Background: an optimization exercise with open tools, aiming at small area, a short achievable clock period and few clock cycles per item. Do not read the settings as production practice. Only simulation tests tie the RTL to the original design; equivalence was not proved.

==> flow/design.v, too long to show whole: its modules and the start of the top module <==
// module nr_div: 1684 lines
module nr_div (
    input rstn,
    input clk,
    input [23:0] d,
    input in_valid,
    output in_ready,
    output reg [23:0] out,
    output reg out_valid,
    input out_ready
);
  // ...
==> flow/flow/run.sh <==
#!/bin/bash
# Standard layout, with one extra step between synthesis and floorplan:
# invopt.py re-polarises full and half adders and simple gates so that the
# netlist needs fewer inverters around them.  Registers are untouched.
set -euo pipefail
R=orfs/results/${FLOW_PLATFORM}/nr_div/base
export PYTHONHASHSEED=0
bash standard.sh synth > synth.log 2>&1
cp "$R/1_2_yosys.v" "$R/1_2_yosys.std.v"
python3 flow/invopt.py "$R/1_2_yosys.std.v" "$R/1_2_yosys.v" > invopt.log 2>&1
rm -f "$R/1_synth.odb" "$R/1_synth.sdc"
bash standard.sh > layout.log 2>&1
==> flow/flow/invopt.py <==
#!/usr/bin/env python3
"""Remove inverters around full and half adders in a Yosys gate netlist.
A full adder is self-dual: complementing its three inputs complements both
outputs.  Each fa cell may therefore be 'flipped' (fed complemented inputs,
its outputs read as complemented).  A half adder is rebuilt from an xor/xnor
and an and/nand/nor/or/and2b/nand2b cell of the same area, so it can read
and produce either polarity, and a two-input and/nand/or/nor/xor/xnor gate
may be swapped for its complement.  This pass picks the flips that need the
least inverter and gate area and rewrites the netlist; registers are untouched.
Usage: invopt.py in.v out.v"""
import re, sys, random
from collections import defaultdict

src = open(sys.argv[1]).read()
INV = re.compile(r'sky130_fd_sc_hd__(inv|clkinv)_\d+$')
cell_re = re.compile(r'^(\s*)(sky130_fd_sc_hd__\w+)\s+(\S+)\s*\((.*?)\);', re.S | re.M)
pin_re = re.compile(r'\.(\w+)\(\s*(.*?)\s*\)\s*(?:,|$)', re.S)
OUTPINS = {'X', 'Y', 'Q', 'Q_N', 'SUM', 'COUT', 'HI', 'LO'}

cells = []
for m in cell_re.finditer(src):
    pins = [(p, n.strip()) for p, n in pin_re.findall(m.group(4))]
    cells.append(dict(span=m.span(), indent=m.group(1), type=m.group(2), name=m.group(3), pins=pins))

driver = {}
loads = defaultdict(list)           # net -> [(cell idx, pin)]
for i, c in enumerate(cells):
    for p, n in c['pins']:
        if p in OUTPINS:
            driver[n] = (i, p)
        else:
            loads[n].append((i, p))

def is_inv(i):
    return bool(INV.match(cells[i]['type']))
def is_fa(i):
    return re.match(r'sky130_fd_sc_hd__fa_\d+$', cells[i]['type']) is not None
def is_ha(i):
    return re.match(r'sky130_fd_sc_hd__ha_\d+$', cells[i]['type']) is not None

# base signal of each net: follow inverter chains back to a non-inverter driver
def base(n):
    par = 0
    seen = 0
    while n in driver and is_inv(driver[n][0]) and seen < 50:
        i = driver[n][0]
        n = dict(cells[i]['pins'])['A']
        par ^= 1
        seen += 1
    return n, par

# groups: base net -> list of consumer pins with their polarity relative to base
groups = defaultdict(list)
inv_cells = set()
for i, c in enumerate(cells):
    if is_inv(i):
        inv_cells.add(i)
        continue
    for p, n in c['pins']:
        if p in OUTPINS:
            continue
        b, par = base(n)
        groups[b].append((i, p, par))
# nets used by module ports / assigns outside cells: keep their polarity fixed
other = src
for c in reversed(cells):
    s, e = c['span']
    other = other[:s] + other[e:]
extern = defaultdict(int)
for line in other.split(";"):
    l = line.strip()
    if l.startswith("assign") or l.startswith("output") or l.startswith("input"):
        for tok in re.findall(r'\\\S+|[A-Za-z_][\w$]*(?:\[\d+\])?', l):
            extern[tok] += 1
# inverter output nets referenced outside cells (e.g. output ports)
ext_need = defaultdict(set)
for n in list(driver):
    if n in extern and driver[n][0] in inv_cells:
        b, par = base(n)
        ext_need[b].add(par)
for n in extern:
    if n in driver and driver[n][0] not in inv_cells:
        ext_need[n].add(0)

fixed = set(driver[n][0] for n in extern if n in driver)
fa_idx = [i for i in range(len(cells)) if is_fa(i) and i not in fixed]
flip = defaultdict(int)
COMPL = {'and2_1': ('nand2_1', 'X', 'Y'), 'nand2_1': ('and2_1', 'Y', 'X'),
         'or2_1': ('nor2_1', 'X', 'Y'), 'nor2_1': ('or2_1', 'Y', 'X'),
         'xor2_1': ('xnor2_1', 'X', 'Y'), 'xnor2_1': ('xor2_1', 'Y', 'X')}
AREA = {'and2_1': 6.256, 'nand2_1': 3.7536, 'or2_1': 6.256, 'nor2_1': 3.7536,
        'xor2_1': 8.7584, 'xnor2_1': 8.7584}
INVA = 3.7536
def gtype(i):
    return cells[i]['type'][len('sky130_fd_sc_hd__'):]
def is_g2(i):
    return gtype(i) in COMPL and i not in fixed
def drv_free(b):
    return b in driver and (is_ha(driver[b][0]) or is_g2(driver[b][0]))
def drv_pol(b):
    if b in driver and is_fa(driver[b][0]):
        return flip[driver[b][0]]
    return 0
def needs(b):
    need = set(ext_need.get(b, ()))
    for i, p, par in groups[b]:
        if is_ha(i):
            continue
        need.add(par ^ (flip[i] if is_fa(i) else 0))
    return need
def free_cost(b, q, need):
    c = INVA if any(x != q for x in need) else 0.0
    i = driver[b][0]
    if is_g2(i):
        t = gtype(i)
        c += AREA[t] if q == 0 else AREA[COMPL[t][0]]
    return c
def out_pol(b):
    """physical polarity of the driver's net after the rewrite"""
    if drv_free(b):
        need = needs(b)
        c0, c1 = free_cost(b, 0, need), free_cost(b, 1, need)
        return 0 if c0 <= c1 else 1
    return drv_pol(b)
def group_cost(b):
    need = needs(b)
    if drv_free(b):
        return min(free_cost(b, 0, need), free_cost(b, 1, need))
    dp = drv_pol(b)
    return INVA if any(x != dp for x in need) else 0.0

# groups touched by each fa
touch = defaultdict(set)
for b, lst in groups.items():
    for i, p, par in lst:
        if is_fa(i):
            touch[i].add(b)
    if b in driver and is_fa(driver[b][0]):
        touch[driver[b][0]].add(b)
for b in ext_need:
    if b in driver and is_fa(driver[b][0]):
        touch[driver[b][0]].add(b)

allg = set(groups) | set(ext_need)
before = sum(group_cost(b) for b in allg)
import math
random.seed(1)
cur = sum(group_cost(b) for b in allg)
best = cur; bestflip = dict(flip)
T = 2.0
steps = 400 * max(1, len(fa_idx))
for k in range(steps):
    i = random.choice(fa_idx)
    gs = touch[i]
    c0 = sum(group_cost(b) for b in gs)
    flip[i] ^= 1
    c1 = sum(group_cost(b) for b in gs)
    d = c1 - c0
    if d <= 0 or random.random() < math.exp(-d / (INVA * T)):
        cur += d
        if cur < best:
            best = cur; bestflip = dict(flip)
    else:
        flip[i] ^= 1
    T = max(0.05, 2.0 * (1 - k / steps))
flip.clear(); flip.update(bestflip)
after = sum(group_cost(b) for b in allg)
nflip = sum(flip[i] for i in fa_idx)
sys.stderr.write(f"inverters: {len(inv_cells)} cells; cost before {before:.1f}, after {after:.1f}; flipped {nflip} of {len(fa_idx)} fa\n")

if len(sys.argv) < 3:
    sys.exit(0)

# rewrite: one inverter per group that needs the other polarity
newnets = []
edits = {}                          # cell idx -> new pin list
repl_inv = []
cnt = 0
def pin_set(i, p, n):
    pl = edits.get(i, list(cells[i]['pins']))
    pl = [(pp, n if pp == p else nn) for pp, nn in pl]
    edits[i] = pl
hapol = {}                          # (ha idx, pin) -> physical polarity of the net it reads
for b in allg:
    dp = out_pol(b)
    consumers = groups.get(b, [])
    need_inv = any((par ^ (flip[i] if is_fa(i) else 0)) != dp for i, p, par in consumers if not is_ha(i)) or any(x != dp for x in ext_need.get(b, ()))
    invnet = None
    if need_inv:
        cnt += 1
        invnet = f"_invopt_{cnt}_"
        newnets.append(invnet)
        repl_inv.append((b, invnet))
    for i, p, par in consumers:
        if is_ha(i):
            # reads the driver's net as it is; the HA is rebuilt for that polarity
            hapol[(i, p)] = dp ^ par
            pin_set(i, p, b)
            continue
        want = par ^ (flip[i] if is_fa(i) else 0)
        pin_set(i, p, b if want == dp else invnet)
# output polarity of each HA output net
for i in range(len(cells)):
    if is_ha(i):
        for p, n in cells[i]['pins']:
            if p in OUTPINS:
                hapol[(i, p)] = out_pol(n) if n in allg else 0

# external nets that were inverter outputs: drive them from the new structure
assigns = []
for n in list(driver):
    if n in extern and driver[n][0] in inv_cells:
        b, par = base(n)
        dp = drv_pol(b)
        dp = out_pol(b)
        src_net = b if par == dp else [x for bb, x in repl_inv if bb == b][0]
        assigns.append((n, src_net))
for n in extern:
    if n in driver and driver[n][0] not in inv_cells and out_pol(n) == 1:
        # a flipped fa output drives a port/assign directly: not handled
        raise SystemExit("flipped fa output referenced outside cells: " + n)

out = []
pos = 0
for i, c in enumerate(cells):
    s, e = c['span']
    out.append(src[pos:s])
    pos = e
    if i in inv_cells:
        continue
    pl = edits.get(i, c['pins'])
    sp1 = lambda n: n + (' ' if n.startswith(chr(92)) else '')
    if is_ha(i):
        d = dict(pl)
        pa, pb = hapol[(i, 'A')], hapol[(i, 'B')]
        ps, pc = hapol[(i, 'SUM')], hapol[(i, 'COUT')]
        a, bb = d['A'], d['B']
        if 'SUM' in d:
            t = 'xor2_1' if (pa ^ pb ^ ps) == 0 else 'xnor2_1'
            o = 'X' if t == 'xor2_1' else 'Y'
            out.append(f"{c['indent']}sky130_fd_sc_hd__{t} {c['name']}_s (\n    .A({sp1(a)}),\n    .B({sp1(bb)}),\n    .{o}({sp1(d['SUM'])})\n  );")
        if 'COUT' in d:
            if pa == 0 and pb == 0:
                t, pins = ('and2_1', 'X') if pc == 0 else ('nand2_1', 'Y'), (('A', a), ('B', bb))
            elif pa == 1 and pb == 1:
                t, pins = ('nor2_1', 'Y') if pc == 0 else ('or2_1', 'X'), (('A', a), ('B', bb))
            else:
                an, bp = (a, bb) if pa == 1 else (bb, a)
                t, pins = ('and2b_1', 'X') if pc == 0 else ('nand2b_1', 'Y'), (('A_N', an), ('B', bp))
            body = "".join(f"    .{p}({sp1(n)}),\n" for p, n in pins)
            out.append(f"\n{c['indent']}sky130_fd_sc_hd__{t[0]} {c['name']}_c (\n{body}    .{t[1]}({sp1(d['COUT'])})\n  );")
        continue
    ctype = c['type']
    if is_g2(i):
        onet = [n for p, n in pl if p in OUTPINS][0]
        if onet in allg and out_pol(onet) == 1:
            t2, op, np_ = COMPL[gtype(i)]
            ctype = 'sky130_fd_sc_hd__' + t2
            pl = [(np_ if p == op else p, n) for p, n in pl]
    body = ",\n".join(f"    .{p}({n}{' ' if n.startswith(chr(92)) else ''})" for p, n in pl)
    out.append(f"{c['indent']}{ctype} {c['name']} (\n{body}\n  );")
out.append(src[pos:])
txt = "".join(out)
decl = "".join(f"  wire {n};\n" for n in newnets)
sp = lambda n: n + (' ' if n.startswith(chr(92)) else '')
insts = "".join(f"  sky130_fd_sc_hd__inv_1 _invopt_cell_{k}_ (\n    .A({sp(b)}),\n    .Y({x})\n  );\n" for k, (b, x) in enumerate(repl_inv))
asg = "".join(f"  assign {sp(n)} = {sp(s)};\n" for n, s in assigns)
# wires of removed inverter outputs stay declared (unused) - harmless
txt = txt.replace("endmodule", decl + insts + asg + "endmodule", 1)
open(sys.argv[2], "w").write(txt)
sys.stderr.write(f"wrote {sys.argv[2]}: {len(repl_inv)} inverters\n")
==> flow/standard.sh <==
#!/bin/bash
# synth_recipe.tcl (not shown) runs the flow's synth.tcl, then flattens the netlist and writes it again
# the make line also repeats each setting of config.mk as NAME=value (left out here)
make -C /OpenROAD-flow-scripts/flow DESIGN_CONFIG=/design/flow/config.mk WORK_HOME=/design/flow/orfs CLKGATE_MAP_FILE= SYNTH_SCRIPT=/design/flow/synth_recipe.tcl "${@:-finish}"
==> flow/config.mk <==
export PLATFORM = sky130hd
export DESIGN_NAME = nr_div
export DESIGN_NICKNAME = nr_div
export VERILOG_FILES = /design/flow/design.v
export SDC_FILE = /design/flow/constraint.sdc
export NUM_CORES = 4
export LEC_CHECK = 0
export CAP_MARGIN = 20
export CORE_MARGIN = 2
export CORE_UTILIZATION = 40
export CTS_BUF_LIST = sky130_fd_sc_hd__clkbuf_8
export CTS_CLUSTER_SIZE = 30
export SETUP_SLACK_MARGIN = 4.1
export SLEW_MARGIN = 20
==> flow/constraint.sdc <==
create_clock -name core_clock -period 8.0 [get_ports {clk}]
set_input_delay 1.6000 -clock core_clock [delete_from_list [all_inputs] [get_ports {clk}]]
set_output_delay 1.6000 -clock core_clock [all_outputs]
set_load 0.01 [all_outputs]
==> reports/qor.txt, run 1 <==
CRITICAL PATH
------------------------------------------------------------------------
Number of buffer and inverter stages on the critical path .            2
Cell type of the slowest stage on the worst timing path ...         fa_1
Endpoint kind of the worst setup timing path ..............    flip-flop
Ordered cell list for the critical path ................... fa_2 > fa_1 > fa_1 > xnor2_2 > nand4_1 > nor3_1 > o21ai_1 > a41oi_2 > buf_6 > a21boi_4 > a21oi_2 > a221o_1 > buf_4 > xnor2_2
Cell family with most CP delay ............................  adder cells
Worst reg2reg setup slack .................................      4.06 ns
Register-to-Register Path Depth ...........................           14
Critical path startpoint ..................................        x1[9]

YOSYS
------------------------------------------------------------------------
Mapped cell area ..........................................   40500 um^2
Syn Area/Cell .............................................    11.2 um^2

FINAL LAYOUT
------------------------------------------------------------------------
Area taken by flip-flops and latches ......................   14900 um^2
Total of fill cells in the finished design ................         9179
Highest-count cells in the layout ignoring fill and taps .. 839 x nand2_1, 514 x fa_1, 483 x edfxtp_1
Final standard cell area without fillers ..................   46500 um^2
Proportion of layout cells with a drive suffix above 1 ....        12.2%
Leading cell kind ......................................... multi-input gates

CLOCKING
------------------------------------------------------------------------
Hold-fix buffer count after cts ...........................            0
Number of CTS-inserted buffers ............................           89
Clk slew on worst S/H paths ...............................      0.06 ns

ROUTE
------------------------------------------------------------------------
Vias after detailed routing ...............................        26428
Avg WL per Cell ...........................................      18.0 um
Via density per instance ..................................         5.07

FLOORPLAN
------------------------------------------------------------------------
Tap cell count ............................................         1298
Die ar. ...................................................  104000 um^2
Die width .................................................       322 um

GLOBAL ROUTE
------------------------------------------------------------------------
Number of global-route vias before repair .................        27646

PLACED DESIGN
------------------------------------------------------------------------
Port-buffer cells .........................................           53
Detailed placer's ending HPWL .............................     65300 um
Post-Place Worst Slack ....................................      3.06 ns

FLOW RUN
------------------------------------------------------------------------
Max-capacitance violation count ...........................            0

TIMING
------------------------------------------------------------------------
Min Tclk post-route .......................................      3.94 ns
Setup repair after global routing missed its margin .......          yes

HOLD PATH
------------------------------------------------------------------------
Min-delay src .............................................           f3

STATUS
------------------------------------------------------------------------
Outcome ................................................... complete, no violations

Testbench counts, summed over its fixed seeds: cycles 2,128, items 2,048.
==> inputs of run 2 (changes only) <==
--- a/flow/config.mk
+++ b/flow/config.mk
@@ -12,3 +12,3 @@
 export CTS_CLUSTER_SIZE = 30
-export SETUP_SLACK_MARGIN = 4.1
+export SETUP_SLACK_MARGIN = 4.25
 export SLEW_MARGIN = 20
==> reports/qor.txt, run 2 <==
STATUS
---------------------------------------------------------------------------------------
Outcome .................................................................. complete, no violations   unchanged

FLOORPLAN
---------------------------------------------------------------------------------------
Initial standard-cell utilization of the core ............................        40.4%   unchanged
Die width ................................................................       322 um   unchanged
Std-Cell Rows ............................................................          116   unchanged
Total I/O pin count ......................................................           54   unchanged
Die Y ....................................................................       322 um   unchanged
Die ar. ..................................................................  104000 um^2   unchanged
CORE AREA ................................................................  100000 um^2   unchanged

ROUTE
---------------------------------------------------------------------------------------
Count of nets left with antenna violations after detail routing ..........            0   unchanged
Final routed wirelength across all metal layers ..........................     96100 um   was 94100 um
Vias after detailed routing ..............................................        26832   was 26428
1st-pass router iterations ...............................................            5   unchanged
Post-detailed-route DRC marker count .....................................            0   unchanged
Avg WL per Cell ..........................................................      18.3 um   was 18.0 um
Via density per instance .................................................         5.10   was 5.07
Number of violations reported at the end of detailed-routing iteration 0 .         1878   was 1819

FINAL LAYOUT
---------------------------------------------------------------------------------------
Total of fill cells in the finished design ...............................         9125   was 9179
Final design utilization .................................................        47.0%   was 46.5%
Proportion of layout cells with a drive suffix above 1 ...................        13.8%   was 12.2%
Final standard cell area without fillers .................................   47100 um^2   was 46500 um^2
Final #Nets ..............................................................         4507   was 4464
Count of placed standard cells in the final layout, fillers left out .....         5259   was 5216
Most common library cell in the layout ignoring fill and taps ............      nand2_1   unchanged
Top Registers ............................................................ zc9_a (25), zc9_b (25), out (24)   unchanged
Layout area overhead .....................................................        16.3%   was 15.0%
Highest-count cells in the layout ignoring fill and taps ................. 843 x nand2_1, 485 x fa_1, 483 x edfxtp_1   was 839 x nand2_1, 514 x fa_1, 483 x edfxtp_1

CLOCKING
---------------------------------------------------------------------------------------
Skew-Pair Late Insertion Delay ...........................................      0.73 ns   was 0.74 ns
Number of CTS-inserted buffers ...........................................           89   unchanged
Library cell used as clock root buffer ...................................     clkbuf_8   unchanged
Total clock sinks ........................................................          502   unchanged
CTS H-Tree Depth .........................................................            3   unchanged
Hold-fix buffer count after cts ..........................................            0   unchanged
Clk slew on worst S/H paths ..............................................      0.06 ns   about the same
Number of buffers between clock root and the deepest sink ................            3   unchanged
CTS tree .................................................................          yes   unchanged

CRITICAL PATH
---------------------------------------------------------------------------------------
Worst reg2reg setup slack ................................................      4.06 ns   about the same
R2r endpoint .............................................................       z2[11]   was z2[13]
Data arrival time of the worst path ......................................      4.42 ns   was 4.41 ns
Reg-to-Reg Start .........................................................        x1[5]   was x1[9]
Maximum fanout count along the critical path .............................            3   was 4
Endpoint required time on the critical path ..............................      8.48 ns   was 8.47 ns
Endpoint kind of the worst setup timing path .............................    flip-flop   unchanged
Ordered cell list for the critical path .................................. inv_2 > fa_2 > fa_1 > fa_1 > xnor2_2 > nand4_1 > nor3_1 > nor2_1 > a41oi_2 > buf_4 > o21ai_4 > o21ai_4 > o41ai_4 > buf_4 > xnor2_1   was fa_2 > fa_1 > fa_1 > xnor2_2 > nand4_1 > nor3_1 > o21ai_1 > a41oi_2 > buf_6 > a21boi_4 > a21oi_2 > a221o_1 > buf_4 > xnor2_2
Number of buffer and inverter stages on the critical path ................            3   was 2
Longest individual stage delay on the worst path .........................      0.58 ns   was 0.53 ns
CP startpoint kind .......................................................    flip-flop   unchanged
Cell type of the slowest stage on the worst timing path ..................         fa_1   unchanged
Cell family with most CP delay ...........................................  adder cells   unchanged
Register-to-Register Path Depth ..........................................           15   was 14
Startpoint-to-endpoint class of the critical path ........................ flip-flop to flip-flop   unchanged

GLOBAL ROUTE
---------------------------------------------------------------------------------------
Overflow after GRT .......................................................            0   unchanged
Overall Global Routing Usage .............................................        19.0%   was 18.5%
Wire length of the first global-routing pass .............................    154000 um   was 151000 um
Antenna violations before repair .........................................            1   unchanged
Maximum number of pins on one net before global-route repair .............          107   was 93
Number of global-route vias before repair ................................        28174   was 27646

TIMING
---------------------------------------------------------------------------------------
Final-report max-slew violation count ....................................            0   unchanged
Maximum clock frequency ..................................................      254 MHz   about the same
Rel. slew slack ..........................................................        35.0%   was 27.9%
Hold slack ...............................................................     0.411 ns   was 0.392 ns
Slew of the pin with the lowest slew margin ..............................     0.975 ns   was 1.05 ns
Count of endpoints failing hold in the final timing report ...............            0   unchanged
Setup total negative slack ...............................................         0 ns   unchanged
Min Tclk post-route ......................................................      3.94 ns   about the same
Setup repair after global routing missed its margin ......................          yes   unchanged
Final setup viols ........................................................            0   unchanged
Part of the cycle the worst path needs ...................................        49.2%   about the same
Skew final ...............................................................    0.0430 ns   was 0.0534 ns
Setup slack after layout .................................................      4.06 ns   about the same

YOSYS
---------------------------------------------------------------------------------------
Syn Area/Cell ............................................................    11.2 um^2   unchanged
Yosys synthesis warning count ............................................            1   unchanged
Synthesized netlist cell count ...........................................         3607   unchanged
Mapped cell area .........................................................   40500 um^2   unchanged
Synthesized Nets .........................................................         4225   unchanged

PLACED DESIGN
---------------------------------------------------------------------------------------
Placed Area ..............................................................   42600 um^2   was 42400 um^2
Global placement routability congestion ..................................        0.835   was 0.864
Port-buffer cells ........................................................           53   unchanged
Detailed placer's ending HPWL ............................................     65100 um   was 65300 um
Post-Place Worst Slack ...................................................      2.98 ns   was 3.06 ns
Number of instances in the placed design .................................         4866   unchanged

HOLD PATH
---------------------------------------------------------------------------------------
Min-delay src ............................................................       mp5[5]   was f3
Kind of path behind the tightest hold check .............................. flip-flop to flip-flop   unchanged
Worst Hold End ...........................................................       mp6[5]   was f4
Cell depth of the worst hold path ........................................            0   unchanged

FLOW RUN
---------------------------------------------------------------------------------------
Max-capacitance violation count ..........................................            0   unchanged

==> run 2: metal layers <==
metal	GRT usage, %	wire, um	up-vias
li1	-	-	12292
met1	25.2	40800	13593
met2	32.0	46900	772
met3	2.77	5310	175
met4	6.58	3130	0
met5	0	0	-
==> run 2: how the worst max path moves through the flow <==
stage	startpoint	to	cells past startpoint
2_1_floorplan	mp2[3]	pa3_b[17]	9
3_3_place_gp	out_ready	z4[6]	8
3_5_place_dp	out_ready	z4[6]	8
4_1_cts	out_ready	in_ready	4
5_1_grt	x1[6]	z2[15]	14
6_report	x1[5]	z2[11]	15
==> run 2: cell type report <==
cell class	instances	area, um^2	share of cell area, %
timing repair buffer	313	3160	6.71
multi-input combinational	2766	24800	52.8
sequential	502	14900	31.6
inverter	217	827	1.76
antenna	3	7.51	0.0159
tap	1298	1620	3.45
clock inverter	69	477	1.01
clock buffer	91	1250	2.66
==> run 2: what timing repair did <==
item	CTS	global route
setup buffers	197	32
gates cloned	1	0
pin swaps	81	66
hold endpoints to repair	0	0
gates resized for setup	88	74
setup endpoints to repair	163	75

afterwards: timing with drivers on the ports:
The flow's constraints put no driver on any port. The routed layouts listed below were extracted and timed again, unchanged, in two steps. Step 1, drivers: a clkbuf_16 drives clk and a buf_2 each remaining input, both assumed. Step 2, shift: input delay + t, output delay - t, t = (earliest + latest rising clock arrival at the registers) / 2. This alone moves slack from input paths to output paths. Three values: ideal, step 1, step 2; two values: the first two.
run	t, ns	slack for setup (ns)	hold slack, ns	worst setup path after step 2	pins driven straight from the clock port
run 1	0.782	4.062 / 4.062 / 3.882	0.392 / 0.392 / 0.392	input to register	1
run 2	0.782	4.064 / 4.064 / 3.863	0.411 / 0.411 / 0.411	input to register	1
After both steps every run listed still meets setup and hold. The setup slack of run 2, which loses most, moves by 0.000 ns with the drivers and by -0.201 ns with both steps.
